This design comes from an exercise in tuning for small area on the open sky130 flow, not from production work. In this exercise RTL edits were held to simulation tests only and were not proved equivalent to the original. Power figures rest on the tool's default switching activity, not on a simulated workload.

`flow/design.v`:
```
module FA (
	input wire a, b, c,
	output wire s, co
);
	assign s = a ^ b ^ c;
	assign co = (a & b) | (a & c) | (b & c);
endmodule
module HA (
	input wire a, b,
	output wire s, co
);
	assign s = a ^ b;
	assign co = a & b;
endmodule
module Multiplier (
	input wire [29:0] x,
	output wire [20:0] lo,
	output wire [9:0] hi,
	output wire ck
);
	wire [29:0] un = ~x;
	wire u0 = un[0];
	wire u1 = un[1];
	wire u2 = un[2];
	wire u3 = un[3];
	wire u4 = un[4];
	wire u5 = un[5];
	wire u6 = un[6];
	wire u7 = un[7];
	wire u8 = un[8];
	wire u9 = un[9];
	wire u10 = un[10];
	wire u11 = un[11];
	wire u12 = un[12];
	wire u13 = un[13];
	wire u14 = un[14];
	wire u15 = un[15];
	wire u16 = un[16];
	wire u17 = un[17];
	wire u18 = un[18];
	wire u19 = un[19];
	wire u20 = un[20];
	wire u21 = un[21];
	wire u22 = un[22];
	wire u23 = un[23];
	wire u24 = un[24];
	wire u25 = un[25];
	wire u26 = un[26];
	wire u27 = un[27];
	wire u28 = un[28];
	wire u29 = un[29];
	wire e1 = ~x[0] | x[1];
	wire e2 = ~x[1];
	wire e3 = ~x[0];
	wire e4 = ~e1;
	wire p5;
	BSEL0 sp5 (.one_n(x[0]), .xf(x[2]), .neg(e2), .pp(p5));
	wire p6;
	BSEL sp6 (.one_n(x[0]), .two_n(e1), .xf(x[3]), .xf1(x[2]), .neg(e2), .pp(p6));
	wire p7;
	BSEL sp7 (.one_n(x[0]), .two_n(e1), .xf(x[4]), .xf1(x[3]), .neg(e2), .pp(p7));
	wire p8;
	BSEL sp8 (.one_n(x[0]), .two_n(e1), .xf(x[5]), .xf1(x[4]), .neg(e2), .pp(p8));
	wire p9;
	BSEL sp9 (.one_n(x[0]), .two_n(e1), .xf(x[6]), .xf1(x[5]), .neg(e2), .pp(p9));
	wire p10;
	BSEL sp10 (.one_n(x[0]), .two_n(e1), .xf(x[7]), .xf1(x[6]), .neg(e2), .pp(p10));
	wire p11;
	BSEL sp11 (.one_n(x[0]), .two_n(e1), .xf(x[8]), .xf1(x[7]), .neg(e2), .pp(p11));
	wire p12;
	BSEL sp12 (.one_n(x[0]), .two_n(e1), .xf(x[9]), .xf1(x[8]), .neg(e2), .pp(p12));
	wire p13;
	BSEL sp13 (.one_n(x[0]), .two_n(e1), .xf(x[10]), .xf1(x[9]), .neg(e2), .pp(p13));
	wire p14;
	BSEL sp14 (.one_n(x[0]), .two_n(e1), .xf(x[11]), .xf1(x[10]), .neg(e2), .pp(p14));
	wire p15;
	BSEL sp15 (.one_n(x[0]), .two_n(e1), .xf(x[12]), .xf1(x[11]), .neg(e2), .pp(p15));
	wire p16;
	BSEL sp16 (.one_n(x[0]), .two_n(e1), .xf(x[13]), .xf1(x[12]), .neg(e2), .pp(p16));
	wire p17;
	BSEL sp17 (.one_n(x[0]), .two_n(e1), .xf(x[14]), .xf1(x[13]), .neg(e2), .pp(p17));
	wire p18;
	BSEL sp18 (.one_n(x[0]), .two_n(e1), .xf(x[15]), .xf1(x[14]), .neg(e2), .pp(p18));
	wire p19;
	BSEL sp19 (.one_n(x[0]), .two_n(e1), .xf(x[16]), .xf1(x[15]), .neg(e2), .pp(p19));
	wire p20;
	BSEL sp20 (.one_n(x[0]), .two_n(e1), .xf(x[17]), .xf1(x[16]), .neg(e2), .pp(p20));
	wire p21;
	BSEL sp21 (.one_n(x[0]), .two_n(e1), .xf(x[18]), .xf1(x[17]), .neg(e2), .pp(p21));
	wire p22;
	BSEL sp22 (.one_n(x[0]), .two_n(e1), .xf(x[19]), .xf1(x[18]), .neg(e2), .pp(p22));
	wire p23;
	BSEL sp23 (.one_n(x[0]), .two_n(e1), .xf(x[20]), .xf1(x[19]), .neg(e2), .pp(p23));
	wire p24;
	BSEL sp24 (.one_n(x[0]), .two_n(e1), .xf(x[21]), .xf1(x[20]), .neg(e2), .pp(p24));
	wire p25;
	BSEL sp25 (.one_n(x[0]), .two_n(e1), .xf(x[22]), .xf1(x[21]), .neg(e2), .pp(p25));
	wire p26;
	BSEL sp26 (.one_n(x[0]), .two_n(e1), .xf(x[23]), .xf1(x[22]), .neg(e2), .pp(p26));
	wire p27;
	BSEL sp27 (.one_n(x[0]), .two_n(e1), .xf(x[24]), .xf1(x[23]), .neg(e2), .pp(p27));
	wire p28;
	BSEL sp28 (.one_n(x[0]), .two_n(e1), .xf(x[25]), .xf1(x[24]), .neg(e2), .pp(p28));
	wire p29;
	BSEL sp29 (.one_n(x[0]), .two_n(e1), .xf(x[26]), .xf1(x[25]), .neg(e2), .pp(p29));
	wire p30;
	BSEL sp30 (.one_n(x[0]), .two_n(e1), .xf(x[27]), .xf1(x[26]), .neg(e2), .pp(p30));
	wire p31;
	BSEL sp31 (.one_n(x[0]), .two_n(e1), .xf(x[28]), .xf1(x[27]), .neg(e2), .pp(p31));
	wire p32;
	BSEL sp32 (.one_n(x[0]), .two_n(e1), .xf(x[29]), .xf1(x[28]), .neg(e2), .pp(p32));
	wire onen33, twon34, neg35;
	ONEN o1 (.xa(x[2]), .xb(x[1]), .y(onen33));
	TWON t1 (.one_n(onen33), .xa(x[2]), .xc(x[3]), .y(twon34));
	NEG n1 (.xa(x[2]), .xb(x[1]), .xc(x[3]), .y(neg35));
	wire e36 = ~onen33;
	wire e37 = ~twon34;
	wire p38;
	BSEL0 sp38 (.one_n(onen33), .xf(x[4]), .neg(neg35), .pp(p38));
	wire p39;
	BSEL sp39 (.one_n(onen33), .two_n(twon34), .xf(x[5]), .xf1(x[4]), .neg(neg35), .pp(p39));
	wire p40;
	BSEL sp40 (.one_n(onen33), .two_n(twon34), .xf(x[6]), .xf1(x[5]), .neg(neg35), .pp(p40));
	wire p41;
	BSEL sp41 (.one_n(onen33), .two_n(twon34), .xf(x[7]), .xf1(x[6]), .neg(neg35), .pp(p41));
	wire p42;
	BSEL sp42 (.one_n(onen33), .two_n(twon34), .xf(x[8]), .xf1(x[7]), .neg(neg35), .pp(p42));
	wire p43;
	BSEL sp43 (.one_n(onen33), .two_n(twon34), .xf(x[9]), .xf1(x[8]), .neg(neg35), .pp(p43));
	wire p44;
	BSEL sp44 (.one_n(onen33), .two_n(twon34), .xf(x[10]), .xf1(x[9]), .neg(neg35), .pp(p44));
	wire p45;
	BSEL sp45 (.one_n(onen33), .two_n(twon34), .xf(x[11]), .xf1(x[10]), .neg(neg35), .pp(p45));
	wire p46;
	BSEL sp46 (.one_n(onen33), .two_n(twon34), .xf(x[12]), .xf1(x[11]), .neg(neg35), .pp(p46));
	wire p47;
	BSEL sp47 (.one_n(onen33), .two_n(twon34), .xf(x[13]), .xf1(x[12]), .neg(neg35), .pp(p47));
	wire p48;
	BSEL sp48 (.one_n(onen33), .two_n(twon34), .xf(x[14]), .xf1(x[13]), .neg(neg35), .pp(p48));
	wire p49;
	BSEL sp49 (.one_n(onen33), .two_n(twon34), .xf(x[15]), .xf1(x[14]), .neg(neg35), .pp(p49));
	wire p50;
	BSEL sp50 (.one_n(onen33), .two_n(twon34), .xf(x[16]), .xf1(x[15]), .neg(neg35), .pp(p50));
	wire p51;
	BSEL sp51 (.one_n(onen33), .two_n(twon34), .xf(x[17]), .xf1(x[16]), .neg(neg35), .pp(p51));
	wire p52;
	BSEL sp52 (.one_n(onen33), .two_n(twon34), .xf(x[18]), .xf1(x[17]), .neg(neg35), .pp(p52));
	wire p53;
	BSEL sp53 (.one_n(onen33), .two_n(twon34), .xf(x[19]), .xf1(x[18]), .neg(neg35), .pp(p53));
	wire p54;
	BSEL sp54 (.one_n(onen33), .two_n(twon34), .xf(x[20]), .xf1(x[19]), .neg(neg35), .pp(p54));
	wire p55;
	BSEL sp55 (.one_n(onen33), .two_n(twon34), .xf(x[21]), .xf1(x[20]), .neg(neg35), .pp(p55));
	wire p56;
	BSEL sp56 (.one_n(onen33), .two_n(twon34), .xf(x[22]), .xf1(x[21]), .neg(neg35), .pp(p56));
	wire p57;
	BSEL sp57 (.one_n(onen33), .two_n(twon34), .xf(x[23]), .xf1(x[22]), .neg(neg35), .pp(p57));
	wire p58;
	BSEL sp58 (.one_n(onen33), .two_n(twon34), .xf(x[24]), .xf1(x[23]), .neg(neg35), .pp(p58));
	wire p59;
	BSEL sp59 (.one_n(onen33), .two_n(twon34), .xf(x[25]), .xf1(x[24]), .neg(neg35), .pp(p59));
	wire p60;
	BSEL sp60 (.one_n(onen33), .two_n(twon34), .xf(x[26]), .xf1(x[25]), .neg(neg35), .pp(p60));
	wire p61;
	BSEL sp61 (.one_n(onen33), .two_n(twon34), .xf(x[27]), .xf1(x[26]), .neg(neg35), .pp(p61));
	wire onen62, twon63, neg64;
	ONEN o2 (.xa(x[4]), .xb(x[3]), .y(onen62));
	TWON t2 (.one_n(onen62), .xa(x[4]), .xc(x[5]), .y(twon63));
	NEG n2 (.xa(x[4]), .xb(x[3]), .xc(x[5]), .y(neg64));
	wire e65 = ~onen62;
	wire e66 = ~twon63;
	wire p67;
	BSEL0 sp67 (.one_n(onen62), .xf(x[6]), .neg(neg64), .pp(p67));
	wire p68;
	BSEL sp68 (.one_n(onen62), .two_n(twon63), .xf(x[7]), .xf1(x[6]), .neg(neg64), .pp(p68));
	wire p69;
	BSEL sp69 (.one_n(onen62), .two_n(twon63), .xf(x[8]), .xf1(x[7]), .neg(neg64), .pp(p69));
	wire p70;
	BSEL sp70 (.one_n(onen62), .two_n(twon63), .xf(x[9]), .xf1(x[8]), .neg(neg64), .pp(p70));
	wire p71;
	BSEL sp71 (.one_n(onen62), .two_n(twon63), .xf(x[10]), .xf1(x[9]), .neg(neg64), .pp(p71));
	wire p72;
	BSEL sp72 (.one_n(onen62), .two_n(twon63), .xf(x[11]), .xf1(x[10]), .neg(neg64), .pp(p72));
	wire p73;
	BSEL sp73 (.one_n(onen62), .two_n(twon63), .xf(x[12]), .xf1(x[11]), .neg(neg64), .pp(p73));
	wire p74;
	BSEL sp74 (.one_n(onen62), .two_n(twon63), .xf(x[13]), .xf1(x[12]), .neg(neg64), .pp(p74));
	wire p75;
	BSEL sp75 (.one_n(onen62), .two_n(twon63), .xf(x[14]), .xf1(x[13]), .neg(neg64), .pp(p75));
	wire p76;
	BSEL sp76 (.one_n(onen62), .two_n(twon63), .xf(x[15]), .xf1(x[14]), .neg(neg64), .pp(p76));
	wire p77;
	BSEL sp77 (.one_n(onen62), .two_n(twon63), .xf(x[16]), .xf1(x[15]), .neg(neg64), .pp(p77));
	wire p78;
	BSEL sp78 (.one_n(onen62), .two_n(twon63), .xf(x[17]), .xf1(x[16]), .neg(neg64), .pp(p78));
	wire p79;
	BSEL sp79 (.one_n(onen62), .two_n(twon63), .xf(x[18]), .xf1(x[17]), .neg(neg64), .pp(p79));
	wire p80;
	BSEL sp80 (.one_n(onen62), .two_n(twon63), .xf(x[19]), .xf1(x[18]), .neg(neg64), .pp(p80));
	wire p81;
	BSEL sp81 (.one_n(onen62), .two_n(twon63), .xf(x[20]), .xf1(x[19]), .neg(neg64), .pp(p81));
	wire p82;
	BSEL sp82 (.one_n(onen62), .two_n(twon63), .xf(x[21]), .xf1(x[20]), .neg(neg64), .pp(p82));
	wire p83;
	BSEL sp83 (.one_n(onen62), .two_n(twon63), .xf(x[22]), .xf1(x[21]), .neg(neg64), .pp(p83));
	wire p84;
	BSEL sp84 (.one_n(onen62), .two_n(twon63), .xf(x[23]), .xf1(x[22]), .neg(neg64), .pp(p84));
	wire p85;
	BSEL sp85 (.one_n(onen62), .two_n(twon63), .xf(x[24]), .xf1(x[23]), .neg(neg64), .pp(p85));
	wire p86;
	BSEL sp86 (.one_n(onen62), .two_n(twon63), .xf(x[25]), .xf1(x[24]), .neg(neg64), .pp(p86));
	wire onen87, twon88, neg89;
	ONEN o3 (.xa(x[6]), .xb(x[5]), .y(onen87));
	TWON t3 (.one_n(onen87), .xa(x[6]), .xc(x[7]), .y(twon88));
	NEG n3 (.xa(x[6]), .xb(x[5]), .xc(x[7]), .y(neg89));
	wire e90 = ~onen87;
	wire e91 = ~twon88;
	wire p92;
	BSEL0 sp92 (.one_n(onen87), .xf(x[8]), .neg(neg89), .pp(p92));
	wire p93;
	BSEL sp93 (.one_n(onen87), .two_n(twon88), .xf(x[9]), .xf1(x[8]), .neg(neg89), .pp(p93));
	wire p94;
	BSEL sp94 (.one_n(onen87), .two_n(twon88), .xf(x[10]), .xf1(x[9]), .neg(neg89), .pp(p94));
	wire p95;
	BSEL sp95 (.one_n(onen87), .two_n(twon88), .xf(x[11]), .xf1(x[10]), .neg(neg89), .pp(p95));
	wire p96;
	BSEL sp96 (.one_n(onen87), .two_n(twon88), .xf(x[12]), .xf1(x[11]), .neg(neg89), .pp(p96));
	wire p97;
	BSEL sp97 (.one_n(onen87), .two_n(twon88), .xf(x[13]), .xf1(x[12]), .neg(neg89), .pp(p97));
	wire p98;
	BSEL sp98 (.one_n(onen87), .two_n(twon88), .xf(x[14]), .xf1(x[13]), .neg(neg89), .pp(p98));
	wire p99;
	BSEL sp99 (.one_n(onen87), .two_n(twon88), .xf(x[15]), .xf1(x[14]), .neg(neg89), .pp(p99));
	wire p100;
	BSEL sp100 (.one_n(onen87), .two_n(twon88), .xf(x[16]), .xf1(x[15]), .neg(neg89), .pp(p100));
	wire p101;
	BSEL sp101 (.one_n(onen87), .two_n(twon88), .xf(x[17]), .xf1(x[16]), .neg(neg89), .pp(p101));
	wire p102;
	BSEL sp102 (.one_n(onen87), .two_n(twon88), .xf(x[18]), .xf1(x[17]), .neg(neg89), .pp(p102));
	wire p103;
	BSEL sp103 (.one_n(onen87), .two_n(twon88), .xf(x[19]), .xf1(x[18]), .neg(neg89), .pp(p103));
	wire p104;
	BSEL sp104 (.one_n(onen87), .two_n(twon88), .xf(x[20]), .xf1(x[19]), .neg(neg89), .pp(p104));
	wire p105;
	BSEL sp105 (.one_n(onen87), .two_n(twon88), .xf(x[21]), .xf1(x[20]), .neg(neg89), .pp(p105));
	wire p106;
	BSEL sp106 (.one_n(onen87), .two_n(twon88), .xf(x[22]), .xf1(x[21]), .neg(neg89), .pp(p106));
	wire p107;
	BSEL sp107 (.one_n(onen87), .two_n(twon88), .xf(x[23]), .xf1(x[22]), .neg(neg89), .pp(p107));
	wire onen108, twon109, neg110;
	ONEN o4 (.xa(x[8]), .xb(x[7]), .y(onen108));
	TWON t4 (.one_n(onen108), .xa(x[8]), .xc(x[9]), .y(twon109));
	NEG n4 (.xa(x[8]), .xb(x[7]), .xc(x[9]), .y(neg110));
	wire e111 = ~onen108;
	wire e112 = ~twon109;
	wire p113;
	BSEL0 sp113 (.one_n(onen108), .xf(x[10]), .neg(neg110), .pp(p113));
	wire p114;
	BSEL sp114 (.one_n(onen108), .two_n(twon109), .xf(x[11]), .xf1(x[10]), .neg(neg110), .pp(p114));
	wire p115;
	BSEL sp115 (.one_n(onen108), .two_n(twon109), .xf(x[12]), .xf1(x[11]), .neg(neg110), .pp(p115));
	wire p116;
	BSEL sp116 (.one_n(onen108), .two_n(twon109), .xf(x[13]), .xf1(x[12]), .neg(neg110), .pp(p116));
	wire p117;
	BSEL sp117 (.one_n(onen108), .two_n(twon109), .xf(x[14]), .xf1(x[13]), .neg(neg110), .pp(p117));
	wire p118;
	BSEL sp118 (.one_n(onen108), .two_n(twon109), .xf(x[15]), .xf1(x[14]), .neg(neg110), .pp(p118));
	wire p119;
	BSEL sp119 (.one_n(onen108), .two_n(twon109), .xf(x[16]), .xf1(x[15]), .neg(neg110), .pp(p119));
	wire p120;
	BSEL sp120 (.one_n(onen108), .two_n(twon109), .xf(x[17]), .xf1(x[16]), .neg(neg110), .pp(p120));
	wire p121;
	BSEL sp121 (.one_n(onen108), .two_n(twon109), .xf(x[18]), .xf1(x[17]), .neg(neg110), .pp(p121));
	wire p122;
	BSEL sp122 (.one_n(onen108), .two_n(twon109), .xf(x[19]), .xf1(x[18]), .neg(neg110), .pp(p122));
	wire p123;
	BSEL sp123 (.one_n(onen108), .two_n(twon109), .xf(x[20]), .xf1(x[19]), .neg(neg110), .pp(p123));
	wire p124;
	BSEL sp124 (.one_n(onen108), .two_n(twon109), .xf(x[21]), .xf1(x[20]), .neg(neg110), .pp(p124));
	wire onen125, twon126, neg127;
	ONEN o5 (.xa(x[10]), .xb(x[9]), .y(onen125));
	TWON t5 (.one_n(onen125), .xa(x[10]), .xc(x[11]), .y(twon126));
	NEG n5 (.xa(x[10]), .xb(x[9]), .xc(x[11]), .y(neg127));
	wire e128 = ~onen125;
	wire e129 = ~twon126;
	wire p130;
	BSEL0 sp130 (.one_n(onen125), .xf(x[12]), .neg(neg127), .pp(p130));
	wire p131;
	BSEL sp131 (.one_n(onen125), .two_n(twon126), .xf(x[13]), .xf1(x[12]), .neg(neg127), .pp(p131));
	wire p132;
	BSEL sp132 (.one_n(onen125), .two_n(twon126), .xf(x[14]), .xf1(x[13]), .neg(neg127), .pp(p132));
	wire p133;
	BSEL sp133 (.one_n(onen125), .two_n(twon126), .xf(x[15]), .xf1(x[14]), .neg(neg127), .pp(p133));
	wire p134;
	BSEL sp134 (.one_n(onen125), .two_n(twon126), .xf(x[16]), .xf1(x[15]), .neg(neg127), .pp(p134));
	wire p135;
	BSEL sp135 (.one_n(onen125), .two_n(twon126), .xf(x[17]), .xf1(x[16]), .neg(neg127), .pp(p135));
	wire p136;
	BSEL sp136 (.one_n(onen125), .two_n(twon126), .xf(x[18]), .xf1(x[17]), .neg(neg127), .pp(p136));
	wire p137;
	BSEL sp137 (.one_n(onen125), .two_n(twon126), .xf(x[19]), .xf1(x[18]), .neg(neg127), .pp(p137));
	wire onen138, twon139, neg140;
	ONEN o6 (.xa(x[12]), .xb(x[11]), .y(onen138));
	TWON t6 (.one_n(onen138), .xa(x[12]), .xc(x[13]), .y(twon139));
	NEG n6 (.xa(x[12]), .xb(x[11]), .xc(x[13]), .y(neg140));
	wire e141 = ~onen138;
	wire e142 = ~twon139;
	wire p143;
	BSEL0 sp143 (.one_n(onen138), .xf(x[14]), .neg(neg140), .pp(p143));
	wire p144;
	BSEL sp144 (.one_n(onen138), .two_n(twon139), .xf(x[15]), .xf1(x[14]), .neg(neg140), .pp(p144));
	wire p145;
	BSEL sp145 (.one_n(onen138), .two_n(twon139), .xf(x[16]), .xf1(x[15]), .neg(neg140), .pp(p145));
	wire p146;
	BSEL sp146 (.one_n(onen138), .two_n(twon139), .xf(x[17]), .xf1(x[16]), .neg(neg140), .pp(p146));
	wire y147 = u14 ^ u13;
	wire y148 = u15 ^ u13;
	wire p149 = y148 & ~y147;
	wire s150, c151;
	HA hs150 (.a(p26), .b(p55), .s(s150), .co(c151));
	wire s152, c153;
	HA hs152 (.a(p27), .b(p56), .s(s152), .co(c153));
	wire s154, c155;
	FA fs154 (.a(p28), .b(p57), .c(p82), .s(s154), .co(c155));
	wire s156, c157;
	FA fs156 (.a(p29), .b(p58), .c(p83), .s(s156), .co(c157));
	wire s158, c159;
	FA fs158 (.a(p30), .b(p59), .c(p84), .s(s158), .co(c159));
	wire s160, c161;
	HA hs160 (.a(p105), .b(p122), .s(s160), .co(c161));
	wire s162, c163;
	FA fs162 (.a(p31), .b(p60), .c(p85), .s(s162), .co(c163));
	wire s164, c165;
	HA hs164 (.a(p106), .b(p123), .s(s164), .co(c165));
	wire s166, c167;
	HA hs166 (.a(p18), .b(p47), .s(s166), .co(c167));
	wire s168, c169;
	HA hs168 (.a(p19), .b(p48), .s(s168), .co(c169));
	wire s170, c171;
	FA fs170 (.a(p20), .b(p49), .c(p74), .s(s170), .co(c171));
	wire s172, c173;
	FA fs172 (.a(p21), .b(p50), .c(p75), .s(s172), .co(c173));
	wire s174, c175;
	FA fs174 (.a(p22), .b(p51), .c(p76), .s(s174), .co(c175));
	wire s176, c177;
	HA hs176 (.a(p97), .b(p114), .s(s176), .co(c177));
	wire s178, c179;
	FA fs178 (.a(p23), .b(p52), .c(p77), .s(s178), .co(c179));
	wire s180, c181;
	HA hs180 (.a(p98), .b(p115), .s(s180), .co(c181));
	wire s182, c183;
	FA fs182 (.a(p24), .b(p53), .c(p78), .s(s182), .co(c183));
	wire s184, c185;
	FA fs184 (.a(p99), .b(p116), .c(e129), .s(s184), .co(c185));
	wire s186, c187;
	FA fs186 (.a(p25), .b(p54), .c(p79), .s(s186), .co(c187));
	wire s188, c189;
	FA fs188 (.a(p100), .b(p117), .c(p130), .s(s188), .co(c189));
	wire s190, c191;
	FA fs190 (.a(p80), .b(p101), .c(p118), .s(s190), .co(c191));
	wire s192, c193;
	FA fs192 (.a(p131), .b(e141), .c(s150), .s(s192), .co(c193));
	wire s194, c195;
	FA fs194 (.a(p81), .b(p102), .c(p119), .s(s194), .co(c195));
	wire s196, c197;
	FA fs196 (.a(p132), .b(c151), .c(s152), .s(s196), .co(c197));
	wire s198, c199;
	FA fs198 (.a(p103), .b(p120), .c(p133), .s(s198), .co(c199));
	wire s200, c201;
	FA fs200 (.a(e142), .b(c153), .c(s154), .s(s200), .co(c201));
	wire s202, c203;
	FA fs202 (.a(p104), .b(p121), .c(p134), .s(s202), .co(c203));
	wire s204, c205;
	FA fs204 (.a(p143), .b(c155), .c(s156), .s(s204), .co(c205));
	wire s206, c207;
	FA fs206 (.a(p135), .b(p144), .c(y147), .s(s206), .co(c207));
	wire s208, c209;
	FA fs208 (.a(c157), .b(s158), .c(s160), .s(s208), .co(c209));
	wire s210, c211;
	FA fs210 (.a(p136), .b(p145), .c(c159), .s(s210), .co(c211));
	wire s212, c213;
	FA fs212 (.a(c161), .b(s162), .c(s164), .s(s212), .co(c213));
	wire s214, c215;
	HA hs214 (.a(p14), .b(p43), .s(s214), .co(c215));
	wire s216, c217;
	HA hs216 (.a(p15), .b(p44), .s(s216), .co(c217));
	wire s218, c219;
	FA fs218 (.a(p16), .b(p45), .c(p70), .s(s218), .co(c219));
	wire s220, c221;
	FA fs220 (.a(p17), .b(p46), .c(p71), .s(s220), .co(c221));
	wire s222, c223;
	FA fs222 (.a(p72), .b(p93), .c(e111), .s(s222), .co(c223));
	wire s224, c225;
	FA fs224 (.a(p73), .b(p94), .c(c167), .s(s224), .co(c225));
	wire s226, c227;
	FA fs226 (.a(p95), .b(e112), .c(c169), .s(s226), .co(c227));
	wire s228, c229;
	FA fs228 (.a(p96), .b(p113), .c(c171), .s(s228), .co(c229));
	wire s230, c231;
	FA fs230 (.a(e128), .b(c173), .c(s174), .s(s230), .co(c231));
	wire s232, c233;
	FA fs232 (.a(c175), .b(c177), .c(s178), .s(s232), .co(c233));
	wire s234, c235;
	FA fs234 (.a(c179), .b(c181), .c(s182), .s(s234), .co(c235));
	wire s236, c237;
	FA fs236 (.a(c183), .b(c185), .c(s186), .s(s236), .co(c237));
	wire s238, c239;
	FA fs238 (.a(c187), .b(c189), .c(s190), .s(s238), .co(c239));
	wire s240, c241;
	FA fs240 (.a(c191), .b(c193), .c(s194), .s(s240), .co(c241));
	wire s242, c243;
	FA fs242 (.a(c195), .b(c197), .c(s198), .s(s242), .co(c243));
	wire s244, c245;
	FA fs244 (.a(c199), .b(c201), .c(s202), .s(s244), .co(c245));
	wire s246, c247;
	FA fs246 (.a(c203), .b(c205), .c(s206), .s(s246), .co(c247));
	wire s248, c249;
	FA fs248 (.a(c207), .b(c209), .c(s210), .s(s248), .co(c249));
	wire s250, c251;
	HA hs250 (.a(p10), .b(p39), .s(s250), .co(c251));
	wire s252, c253;
	HA hs252 (.a(p11), .b(p40), .s(s252), .co(c253));
	wire s254, c255;
	FA fs254 (.a(p12), .b(p41), .c(e66), .s(s254), .co(c255));
	wire s256, c257;
	FA fs256 (.a(p13), .b(p42), .c(p67), .s(s256), .co(c257));
	wire s258, c259;
	FA fs258 (.a(p68), .b(e90), .c(s214), .s(s258), .co(c259));
	wire s260, c261;
	FA fs260 (.a(p69), .b(c215), .c(s216), .s(s260), .co(c261));
	wire s262, c263;
	FA fs262 (.a(e91), .b(c217), .c(s218), .s(s262), .co(c263));
	wire s264, c265;
	FA fs264 (.a(p92), .b(c219), .c(s220), .s(s264), .co(c265));
	wire s266, c267;
	FA fs266 (.a(s166), .b(c221), .c(s222), .s(s266), .co(c267));
	wire s268, c269;
	FA fs268 (.a(s168), .b(c223), .c(s224), .s(s268), .co(c269));
	wire s270, c271;
	FA fs270 (.a(s170), .b(c225), .c(s226), .s(s270), .co(c271));
	wire s272, c273;
	FA fs272 (.a(s172), .b(c227), .c(s228), .s(s272), .co(c273));
	wire s274, c275;
	FA fs274 (.a(s176), .b(c229), .c(s230), .s(s274), .co(c275));
	wire s276, c277;
	FA fs276 (.a(s180), .b(c231), .c(s232), .s(s276), .co(c277));
	wire s278, c279;
	FA fs278 (.a(s184), .b(c233), .c(s234), .s(s278), .co(c279));
	wire s280, c281;
	FA fs280 (.a(s188), .b(c235), .c(s236), .s(s280), .co(c281));
	wire s282, c283;
	FA fs282 (.a(s192), .b(c237), .c(s238), .s(s282), .co(c283));
	wire s284, c285;
	FA fs284 (.a(s196), .b(c239), .c(s240), .s(s284), .co(c285));
	wire s286, c287;
	FA fs286 (.a(s200), .b(c241), .c(s242), .s(s286), .co(c287));
	wire s288, c289;
	FA fs288 (.a(s204), .b(c243), .c(s244), .s(s288), .co(c289));
	wire s290, c291;
	FA fs290 (.a(s208), .b(c245), .c(s246), .s(s290), .co(c291));
	wire s292, c293;
	FA fs292 (.a(s212), .b(c247), .c(s248), .s(s292), .co(c293));
	wire s294, c295;
	HA hs294 (.a(p6), .b(e36), .s(s294), .co(c295));
	wire s296, c297;
	HA hs296 (.a(p7), .b(c295), .s(s296), .co(c297));
	wire s298, c299;
	FA fs298 (.a(p8), .b(e37), .c(c297), .s(s298), .co(c299));
	wire s300, c301;
	FA fs300 (.a(p9), .b(p38), .c(c299), .s(s300), .co(c301));
	wire s302, c303;
	FA fs302 (.a(e65), .b(s250), .c(c301), .s(s302), .co(c303));
	wire s304, c305;
	FA fs304 (.a(c251), .b(s252), .c(c303), .s(s304), .co(c305));
	wire s306, c307;
	FA fs306 (.a(c253), .b(s254), .c(c305), .s(s306), .co(c307));
	wire s308, c309;
	FA fs308 (.a(c255), .b(s256), .c(c307), .s(s308), .co(c309));
	wire s310, c311;
	FA fs310 (.a(c257), .b(s258), .c(c309), .s(s310), .co(c311));
	wire s312, c313;
	FA fs312 (.a(c259), .b(s260), .c(c311), .s(s312), .co(c313));
	wire s314, c315;
	FA fs314 (.a(c261), .b(s262), .c(c313), .s(s314), .co(c315));
	wire s316, c317;
	FA fs316 (.a(c263), .b(s264), .c(c315), .s(s316), .co(c317));
	wire s318, c319;
	FA fs318 (.a(c265), .b(s266), .c(c317), .s(s318), .co(c319));
	wire s320, c321;
	FA fs320 (.a(c267), .b(s268), .c(c319), .s(s320), .co(c321));
	wire s322, c323;
	FA fs322 (.a(c269), .b(s270), .c(c321), .s(s322), .co(c323));
	wire s324, c325;
	FA fs324 (.a(c271), .b(s272), .c(c323), .s(s324), .co(c325));
	wire s326, c327;
	FA fs326 (.a(c273), .b(s274), .c(c325), .s(s326), .co(c327));
	wire s328, c329;
	HA hs328 (.a(c275), .b(s276), .s(s328), .co(c329));
	wire s330, c331;
	FA fs330 (.a(c277), .b(s278), .c(c329), .s(s330), .co(c331));
	wire s332, c333;
	FA fs332 (.a(c279), .b(s280), .c(c331), .s(s332), .co(c333));
	wire s334, c335;
	FA fs334 (.a(c281), .b(s282), .c(c333), .s(s334), .co(c335));
	wire s336, c337;
	FA fs336 (.a(c283), .b(s284), .c(c335), .s(s336), .co(c337));
	wire s338, c339;
	FA fs338 (.a(c285), .b(s286), .c(c337), .s(s338), .co(c339));
	wire s340, c341;
	FA fs340 (.a(c287), .b(s288), .c(c339), .s(s340), .co(c341));
	wire s342, c343;
	FA fs342 (.a(c289), .b(s290), .c(c341), .s(s342), .co(c343));
	wire s344, c345;
	FA fs344 (.a(c291), .b(s292), .c(c343), .s(s344), .co(c345));
	wire s346 = p32 ^ p61 ^ p86 ^ p107 ^ p124 ^ p137 ^ p146 ^ p149 ^ c163 ^ c165 ^ c211 ^ c213 ^ c249 ^ c293;
	wire s347;
	XOR2 xs347 (.a(s346), .b(c345), .y(s347));
	assign lo = {s326, s324, s322, s320, s318, s316, s314, s312, s310, s308, s306, s304, s302, s300, s298, s296, s294, p5, e4, 1'b0, e3};
	assign hi = {s347, s344, s342, s340, s338, s336, s334, s332, s330, s328};
	assign ck = c327;
endmodule
module ONEN (input wire xa, xb, output wire y);
	assign y = ~(xa ^ xb);
endmodule
module TWON (input wire one_n, xa, xc, output wire y);
	assign y = ~(one_n & (xa ^ xc));
endmodule
module NEG (input wire xa, xb, xc, output wire y);
	assign y = ~(xc | ~(xa | xb));
endmodule
module BSEL (input wire one_n, two_n, xf, xf1, neg, output wire pp);
	assign pp = ~((one_n | xf) & (two_n | xf1)) ^ neg;
endmodule
module BSEL0 (input wire one_n, xf, neg, output wire pp);
	assign pp = ~one_n & (~xf ^ neg);
endmodule
module XOR2 (input wire a, b, output wire y);
	assign y = a ^ b;
endmodule
module XNOR2 (input wire a, b, output wire y);
	assign y = ~(a ^ b);
endmodule
module OR2 (input wire a, b, output wire y);
	assign y = a | b;
endmodule
module poly_top #(
	parameter a = 2,
	parameter b = 4,
	parameter c = 6,
	parameter data_width = 32
)
(
	input wire clk,rst,
	input wire [data_width-1:0] x,
	input wire in_valid,
	output wire [data_width-1:0] y,
	output wire out_valid,
	output wire [1:0] state
);
	localparam K = 21;
	reg [1:0] q;
	always @(posedge clk) begin
		if (rst | ~in_valid) q <= 2'b00;
		else q <= {q[1] | q[0], q[1] | ~q[0]};
	end
	assign state = {q[1], q[0] & ~q[1]};
	assign out_valid = q[1] & q[0];
	reg [29:0] x0, x1;
	reg [K-1:0] rlo;
	reg [30-K:0] rhi;
	reg rck;
	wire [K-1:0] lo;
	wire [30-K:0] hi;
	wire ck;
	Multiplier sqr (.x(x1), .lo(lo), .hi(hi), .ck(ck));
	always @(posedge clk) begin
		x0 <= x[29:0];
		x1 <= x0;
		rlo <= lo;
		rhi <= hi;
		rck <= ck;
	end
	wire [30-K:0] shi;
	wire [31-K:0] inc;
	assign inc[0] = rck;
	genvar i;
	generate
		for (i = 0; i < 30 - K; i = i + 1) begin : incr
			HA h (.a(rhi[i]), .b(inc[i]), .s(shi[i]), .co(inc[i+1]));
		end
	endgenerate
	assign shi[30-K] = rhi[30-K] ^ inc[30-K];
	assign y = {shi, rlo[K-1:2], 1'b1, rlo[0], 1'b0};
endmodule
```
`flow/standard.sh`:
```
#!/bin/bash
# synth_recipe.tcl (not shown) runs the flow's synth.tcl, then flattens the netlist and writes it again
# the make line also repeats each setting of config.mk as NAME=value (left out here)
make -C /OpenROAD-flow-scripts/flow DESIGN_CONFIG=/design/flow/config.mk WORK_HOME=/design/flow/orfs CLKGATE_MAP_FILE= SYNTH_SCRIPT=/design/flow/synth_recipe.tcl "${@:-finish}"
```
`flow/flow/downsize.tcl`:
```
# Before placement, give every cell the lowest drive strength of its kind
# (name ending _1); timing repair later upsizes the cells that need it.
set n 0
foreach inst [get_cells *] {
  set master [get_property $inst ref_name]
  if { [regexp {^(sky130_fd_sc_hd__\w+)_([0-9]+)$} $master -> base drive] && $drive > 1 } {
    set target ${base}_1
    if { [llength [get_lib_cells -quiet $target]] > 0 } {
      replace_cell $inst $target
      incr n
    }
  }
}
puts "downsize.tcl: $n cells set to drive strength 1"
```
`flow/config.mk`:
```
export PLATFORM = sky130hd
export DESIGN_NAME = poly_top
export DESIGN_NICKNAME = poly_top
export VERILOG_FILES = /design/flow/design.v
export SDC_FILE = /design/flow/constraint.sdc
export NUM_CORES = 4
export LEC_CHECK = 0
export CAP_MARGIN = 10
export CORE_MARGIN = 2
export CORE_UTILIZATION = 86
export CTS_BUF_LIST = sky130_fd_sc_hd__clkbuf_8
export CTS_CLUSTER_SIZE = 20
export SLEW_MARGIN = 10
export SYNTH_HIERARCHICAL = 1
export SYNTH_MINIMUM_KEEP_SIZE = 0
```
`flow/constraint.sdc`:
```
create_clock -name core_clock -period 9.0 [get_ports {clk}]
set_input_delay 1.8000 -clock core_clock [delete_from_list [all_inputs] [get_ports {clk}]]
set_output_delay 1.8000 -clock core_clock [all_outputs]
set_load 0.01 [all_outputs]
```
`flow/flow/run.sh`:
```
#!/bin/bash
# The standard layout (standard.sh, with the standard synthesis) with these changes:
# - after floorplan, every cell is set to its lowest drive strength (downsize.tcl);
#   timing repair upsizes the cells that need it;
# - global placement keeps none of its timing-driven buffering (GPL_KEEP_OVERFLOW=0);
# - power recovery downsizes cells with slack to spare after global routing;
# - the port buffers use the smallest buffer cell;
# - clock tree synthesis uses clkbuf_8 and adds no dummy loads.
# Each make run's full output goes to its own log file here.
set -euo pipefail
bash standard.sh synth > synth.log 2>&1
bash standard.sh \
	"POST_FLOORPLAN_TCL=$PWD/flow/downsize.tcl" \
	"GPL_KEEP_OVERFLOW=0" "RECOVER_POWER=100" \
	"BUFFER_PORTS_ARGS=-buffer_cell sky130_fd_sc_hd__buf_1" \
	"CTS_ARGS=-sink_clustering_enable -repair_clock_nets -sink_clustering_size 32 -sink_clustering_max_diameter 150 -sink_clustering_levels 1 -buf_list sky130_fd_sc_hd__clkbuf_8 -dont_use_dummy_load" \
	finish > layout.log 2>&1
```
==> impl_metrics.env <==
export IMPL_r2r_end="rlo[20]"
export IMPL_p_leak_nw=2.82
export IMPL_critPathSlowestCell="dfxtp_1"
export IMPL_worst_slew_pin_transition_ps=1290
export IMPL_syn_area_per_cell_sq_um=13.1
export IMPL_drtIter0Drc=450
export IMPL_globalplace_congestion=0.867
export IMPL_area_growth_pct=-5.18
export IMPL_nFillCells=438
export IMPL_utilization_pct=84.2
export IMPL_worstPathArrival_ps=8770
export IMPL_totalWireLength_mm=13.7
export IMPL_dr_pass1_iters=5
export IMPL_cts_sinks=93
export IMPL_maxCapViolCount=0
export IMPL_nets=712
export IMPL_cpPeakStageDelay_ps=1120
export IMPL_cts_tree="yes"
export IMPL_p_per_area_nw_per_um2=308
export IMPL_finalNonFillerCells=670
export IMPL_setup_viol=0
export IMPL_irDropWorstVdd_mv=0.288
export IMPL_crit_path_frequent_cell="fa_1"
export IMPL_drc=0
export IMPL_hold_viol_final=0
export IMPL_hp_start="x0[21]"
export IMPL_grt_max_degree=31
export IMPL_die_width_um=93.3
export IMPL_detail_route_wl_per_cell_um=20.5
export IMPL_rows=32
export IMPL_worstSetupEndpointType="register"
export IMPL_slew_viol_final=0
export IMPL_layout_setup_ws_ps=461
export IMPL_cts_max_level=3
export IMPL_grt_overflow=0
export IMPL_rr_startpoint="x1[0]"
export IMPL_startpoint_type="register"
export IMPL_cp_required_ps=9230
export IMPL_path_delay_family="adder cells"
export IMPL_drive_gt1_share_pct=3.52
export IMPL_holdPathEnd="x1[21]"
export IMPL_cts_buffer_depth=2
export IMPL_yosysWarnings=7
export IMPL_track_usage_pct=33.4
export IMPL_core_area_sq_um=7730
export IMPL_synth_cells=523
export IMPL_clock_latency_ps=370
export IMPL_cts_root_buf="clkbuf_8"
export IMPL_critPathBufInv=0
export IMPL_die_area_sq_um=8710
export IMPL_grt_first_pass_wirelength_mm=22.1
export IMPL_dp_slack_ps=-416
export IMPL_n_antenna_cell=0
export IMPL_rsz0062_at_grt="false"
export IMPL_placedCellCount=660
export IMPL_status="timing/DRC/antenna clean"
export IMPL_syn_nets=665
export IMPL_fin_skew_ps=35.8
export IMPL_dp_hpwl_mm=9.60
export IMPL_path_clk_slew_ps=80
export IMPL_fin_crit_ps=8540
export IMPL_cts_buffers_inserted=9
export IMPL_multiInputGateArea_sq_um=4050
export IMPL_rr_worst_depth=20
export IMPL_max_freq_mhz=117
export IMPL_pin_count=70
export IMPL_ant_nets=0
export IMPL_slew_headroom_pct=13.9
export IMPL_min_path_type="register to register"
export IMPL_start_util_pct=88.8
export IMPL_grt_pass1_vias=4606
export IMPL_regToRegSetupSlack_ps=460
export IMPL_critPathMaxFanout=30
export IMPL_io_buffers=65
export IMPL_vias=4332
export IMPL_layout_worst_path_cycle_share_pct=94.9
export IMPL_seqCellArea_sq_um=1860
export IMPL_grt_antenna_before_repair=0
export IMPL_hold_depth=0
export IMPL_path_class="register to register"
export IMPL_syn_cell_area_sq_um=6870
export IMPL_fp_dieH_um=93.3
export IMPL_via_per_inst=6.47
export IMPL_cp_cell_sequence="nand2_4, o22ai_1, xor2_1, ha_1, ha_1, fa_1, fa_1, fa_1, fa_1, fa_1, fa_1, fa_1, fa_1, fa_1, fa_1, fa_1, fa_1, fa_1, fa_1, fa_1"
==> final cells by class <==
class	count	share of cell area [%]
Inverter	15	0.923
Sequential cell	93	28.6
Timing Repair Buffer	68	4.27
Tap cell	102	1.96
Clock buffer	9	1.90
Multi-Input combinational cell	382	62.3
Timing Repair inverter	1	0.0769
==> where the power goes <==
part	switching [mW]	internal [mW]
combinational	0.651	0.566
sequential	0.0433	0.527
clock	0.128	0.0898
==> worst max path at each step <==
stage	cells past startpoint	startpoint	to
global route	20	x1[0]	rlo[20]
global placement	21	x1[1]	rlo[20]
finish	20	x1[0]	rlo[20]
CTS	21	x1[1]	rlo[20]
detailed placement	21	x1[1]	rlo[20]
floorplan	21	x1[0]	rlo[20]
==> metal layers <==
layer	GRT usage (%)	vias up	part of all wire, %
met5	0	-	0
met4	19.7	0	4.7
met3	6.37	65	9.0
met2	54.9	314	50
met1	41.1	2087	36
li1	-	1866	-
==> flip-flops by register name, summed over array words and instances, names as in the netlist <==
register,flops
q,2
rck,1
rhi,10
rlo,20
x0,30
x1,30
==> layout by cell type, fill, tap and decap left out <==
| master | instances |
|---|---|
| fa_1 | 83 |
| xnor3_1 | 1 |
| xnor2_1 | 11 |
| nor2b_1 | 1 |
| nand2b_1 | 2 |
| clkinvlp_2 | 1 |
| nand2_4 | 1 |
| and2_0 | 1 |
| o22ai_1 | 106 |
| buf_1 | 65 |
| dfxtp_1 | 93 |
| xnor2_2 | 4 |
| o21ba_1 | 5 |
| o21ba_2 | 1 |
| clkinvlp_4 | 1 |
| buf_6 | 3 |
| nand2_1 | 7 |
| xor2_1 | 123 |
| conb_1 | 2 |
| inv_1 | 14 |
| clkbuf_8 | 9 |
| ha_1 | 24 |
| nor2_1 | 10 |
==> repair_timing <==
action | CTS | global route
hold buffers | 0 | 0
setup buffers | 0 | 0
setup endpoints to repair | 3 | 2
cloned | 0 | 1
gates resized for setup | 2 | 1
pin swaps | 0 | 0
==> worst reg2reg max path: cells and delay by family, from the launching register on <==
family / cells / cell delay (ps)
and+or+nand+nor: 1 / 410
adders and majority gates: 17 / 6510
DFF: 1 / 1120
xor gates and xnor gates: 1 / 120
AOI/OAI and AO/OA: 1 / 270
==> through the flow <==
| step | power (mW) | TNS [ps] | area (sq um) | hold slack (ps) |
|---|---|---|---|---|
| final | 2.01 | 0 | 6510 | 326 |
| after global routing | 2.22 | 0 | 6510 | 334 |
| after CTS | 2.04 | 0 | 6490 | 329 |
| after detailed placement | 1.82 | -807 | 6360 | 312 |
| after global placement | 1.70 | -369 | 6310 | 310 |
| after floorplan | 2.07 | 0 | 6870 | 310 |

[what the ideal ports hide]
In the flow no input, the clock included, has a driving cell. The finished layout below was timed again as built, in two steps.
Step 1 sets driving cells, clkbuf_16 on the clock port and buf_2 on the other inputs (assumed; they add their load-dependent delay and slew).
Step 2, shift: input delay + t, output delay - t, t = (earliest + latest rising clock arrival at the registers) / 2. This alone moves slack from input paths to output paths.
Slacks: ideal / step 1 / step 2; pairs: ideal / step 1.
shift t [ns]: 0.384
setup slack, ns: 0.461 / 0.461 / 0.461
hold WS [ns]: 0.326 / 0.326 / 0.326
After both steps this run still meets setup and hold. For this run, drivers alone change the setup slack by 0.000 ns; drivers and shift together by 0.000 ns.
